This is an optimization exercise on Yosys and OpenROAD, whose aim is small area, not a production implementation. Where RTL was checked, it was by simulation tests only, not by an equivalence proof against the original. Power is estimated from default activity; no workload was simulated.

==> module uart_string_sender, before the edit <==
module uart_string_sender(
    input wire i_clk,
    input wire i_srst,
    input wire i_rst,
    input wire i_open,
    input wire i_wrong,
    input wire i_lock,
    input wire i_trigger,
    output wire o_tx
);
   reg r_send;
   reg [3:0] r_char_idx;
   reg [4:0] r_code;
   reg r_pend_s;
   wire w_uart_busy, w_uart_avail;
   wire w_clr = i_srst | i_rst;
   uart_tx tx_inst(
       .i_clk(i_clk), .i_srst(i_srst), .i_rst(i_rst),
       .i_req(r_send), .i_code(r_code),
       .o_tx(o_tx), .o_busy(w_uart_busy), .o_avail(w_uart_avail));
   wire w_valid = ((i_open | i_lock) & (r_char_idx <= 4'd11)) |
                  (i_wrong & (r_char_idx <= 4'd12));
   reg [7:0] w_char;
   always @(*) begin
       case (r_char_idx)
           4'd0: w_char = "S"; 4'd1: w_char = "T";
           4'd2: w_char = "A"; 4'd3: w_char = "T";
           4'd4: w_char = "U"; 4'd5: w_char = "S";
           4'd6: w_char = ":";
           4'd7: w_char = i_open ? "O" : i_wrong ? "W" : "L";
           4'd8: w_char = i_open ? "P" : i_wrong ? "R" : "O";
           4'd9: w_char = i_open ? "E" : i_wrong ? "O" : "C";
           4'd10: w_char = i_open ? "N" : i_wrong ? "N" : "K";
           4'd11: w_char = i_wrong ? "G" : ";";
           default: w_char = ";";
       endcase
   end
   always @(posedge i_clk) begin
       if (i_srst) begin
           r_code <= 5'd0;
           r_pend_s <= 1'b0;
       end else if (r_send && !i_rst) begin
           if (w_uart_avail) begin
               if (w_valid || r_pend_s) r_code <= w_char[4:0];
               r_pend_s <= 1'b0;
           end else if (w_valid)
               r_pend_s <= 1'b1;
       end
   end
   wire w_idle = (r_char_idx == 4'd15);
   always @(posedge i_clk) begin
       if (w_clr) begin
           r_send <= 1'b0;
           r_char_idx <= 4'd15;
       end else if (r_send) begin
           r_send <= 1'b0;
           if (!w_valid) r_char_idx <= 4'd15;
       end else if (!w_idle) begin
           if (!w_uart_busy) begin
               r_char_idx <= r_char_idx + 1'b1;
               r_send <= 1'b1;
           end
       end else if (i_trigger) begin
           r_char_idx <= 4'd0;
           r_send <= 1'b1;
       end
   end
endmodule
clock: 10.0 ns
lec_check: 0
abc_area: 1
abc_clock_period_in_ps: 10000
cap_margin: 20
core_margin: 2
core_utilization: 40
cts_buf_list: sky130_fd_sc_hd__clkbuf_4
slew_margin: 20
standard.sh (not shown) runs the stock make flow with config.mk's settings and CLKGATE_MAP_FILE= SYNTH_SCRIPT=/design/flow/synth_recipe.tcl, a recipe that flattens the netlist after the stock synthesis.
==> flow/flow/run.sh <==
#!/bin/bash
# Own layout flow: the standard ORFS flow (standard.sh) with these changes:
#  - half/full adder cells are not used, so synthesis does not extract adders
#    (it otherwise maps plain AND gates of counter bits into half adders);
#  - after the standard synthesis, the combinational logic between the
#    registers is mapped again with a stronger ABC script (resyn.tcl, with
#    ABC's deepsyn) from several random seeds; the smallest result that is
#    proved equivalent to the standard netlist (cec.sh) is used. The
#    register cells are left untouched;
#  - clock tree synthesis inserts no dummy load cells;
#  - ports are buffered with buf_1 cells.
# Logs: standard.log (make output), resyn_S.log (Yosys/ABC, seed S),
# cec.log (proof); ORFS's own logs stay under orfs/logs.
set -euo pipefail
W=$PWD
F=$W/flow
export LIBERTY=$FLOW_HOME/platforms/sky130hd/lib/sky130_fd_sc_hd__tt_025C_1v80.lib
export YOSYS=$FLOW_HOME/../tools/install/yosys/bin/yosys
R=$W/orfs/results/sky130hd/top_module/base
PLAT_DU=$(sed -n '/^export DONT_USE_CELLS += /,/^$/p' "$FLOW_HOME/platforms/sky130hd/config.mk" \
  | tr -d '\\' | sed 's/export DONT_USE_CELLS += //' | tr -s ' \n' ' ')
DU="$PLAT_DU sky130_fd_sc_hd__ha_1 sky130_fd_sc_hd__ha_2 sky130_fd_sc_hd__ha_4 sky130_fd_sc_hd__fa_1 sky130_fd_sc_hd__fa_2 sky130_fd_sc_hd__fa_4"
export CTS_ARGS="-sink_clustering_enable -repair_clock_nets -dont_use_dummy_load -buf_list sky130_fd_sc_hd__clkbuf_4"
export BUFFER_PORTS_ARGS="-buffer_cell sky130_fd_sc_hd__buf_1"

bash standard.sh "DONT_USE_CELLS=$DU" synth > standard.log 2>&1

cp "$R/1_2_yosys.v" "$W/std_netlist.v"
ABC_DONT_USE=""
for c in $DU; do ABC_DONT_USE="$ABC_DONT_USE -dont_use $c"; done
export ABC_DONT_USE

resyn() {
  local s=$1
  printf 'strash\n&get -n\n&deepsyn -T 40 -S %s\n&put\ndch\nmap -a\n' "$s" > "$W/deep_$s.abc"
  NETLIST_IN="$W/std_netlist.v" NETLIST_OUT="$W/resyn_$s.v" TOP=$FLOW_TOP \
    ABC_SCRIPT="$W/deep_$s.abc" STAT_OUT="$W/resyn_stat_$s.txt" \
    "$YOSYS" -c "$F/resyn.tcl" > "$W/resyn_$s.log" 2>&1 || true
}
for batch in "1 2 3 4" "5 6 7 8"; do
  for s in $batch; do resyn $s & done
  wait
done

used=0
for s in $(for s in 1 2 3 4 5 6 7 8; do
             a=$(awk '/Chip area/ {print $NF}' "$W/resyn_stat_$s.txt" 2>/dev/null || true)
             [ -n "$a" ] && echo "$a $s"
           done | sort -n | awk '{print $2}'); do
  if bash "$F/cec.sh" "$W/std_netlist.v" "$W/resyn_$s.v" "$W/cec.log"; then
    echo "resynthesised netlist (seed $s) proved equivalent; using it" >> standard.log
    cp "$W/resyn_$s.v" "$R/1_2_yosys.v"
    rm -f "$R/1_synth.odb" "$R/1_synth.sdc"
    used=1
    break
  fi
done
[ $used = 1 ] || echo "resynthesis not used" >> standard.log

bash standard.sh "DONT_USE_CELLS=$DU" finish >> standard.log 2>&1
Other scripts of this flow, unchanged in this note and not shown: flow/flow/cec.sh, flow/flow/cutff.py, flow/flow/resyn.tcl
==> next run, changes <==
--- a/flow/design.v
+++ b/flow/design.v
@@ -182,5 +182,5 @@
     output wire o_tx
 );
-   reg r_send;
+   reg r_send, r_wait;
    reg [3:0] r_char_idx;
    reg [4:0] r_code;
@@ -221,16 +221,17 @@
        end
    end
-   wire w_idle = (r_char_idx == 4'd15);
    always @(posedge i_clk) begin
        if (w_clr) begin
            r_send <= 1'b0;
-           r_char_idx <= 4'd15;
+           r_wait <= 1'b0;
+           r_char_idx <= 4'd0;
        end else if (r_send) begin
            r_send <= 1'b0;
-           if (!w_valid) r_char_idx <= 4'd15;
-       end else if (!w_idle) begin
+           r_wait <= w_valid;
+       end else if (r_wait) begin
            if (!w_uart_busy) begin
                r_char_idx <= r_char_idx + 1'b1;
                r_send <= 1'b1;
+               r_wait <= 1'b0;
            end
        end else if (i_trigger) begin
Design area rises by 0.55%.
Via count grows by 1.7%.
Synthesized area rose by 0.60%.
Final cell count barely changes.
Utilization rises by 0.24 points.
Register-to-register slack stays flat.
Worst hold slack stays flat.
Die area grows by about 0.6%.
Power came out lower by about 12%.
Wire length came out lower by 2.0%.
Sequential cell count climbs by 1.
Non-clock buffer count is unchanged.
Fmax went down by 1.6%.
The RTL of the second run of this note was laid out without a check of its function.

## separate check: timing with driven ports
The results above use ideal ports. As a check the final layouts listed here were re-extracted and re-timed, cells and wires unchanged. Step 1 (the two cells are an assumption about what drives the block):
set clk [get_ports {clk}]
set_driving_cell -lib_cell sky130_fd_sc_hd__clkbuf_16 $clk
set_driving_cell -lib_cell sky130_fd_sc_hd__buf_2 [delete_from_list [all_inputs] $clk]
Step 2 adds t to the input delays and takes it off the output delays; t is the mean of the earliest and latest rising clock arrival at the registers after step 1. Input paths then give back, and output paths get back, about the clock's delay inside the block. a / b / c = ideal / step 1 / step 2; a / b = the first two.
run | t (ns) | slack for setup (ns) | hold WS [ns] | worst register clock-pin slew, ns | worst data-port slew with drivers (ns)
the first run | 0.473 | 6.089 / 6.059 / 5.630 | 0.369 / 0.369 / 0.369 | 0.10 / 0.10 | 0.04
the second run | 0.505 | 6.024 / 5.994 / 5.657 | 0.370 / 0.370 / 0.370 | 0.11 / 0.11 | 0.03
After both steps every run listed still meets setup and hold. The setup slack of the first run, which loses most, moves by -0.030 ns with the drivers and by -0.459 ns with both steps.
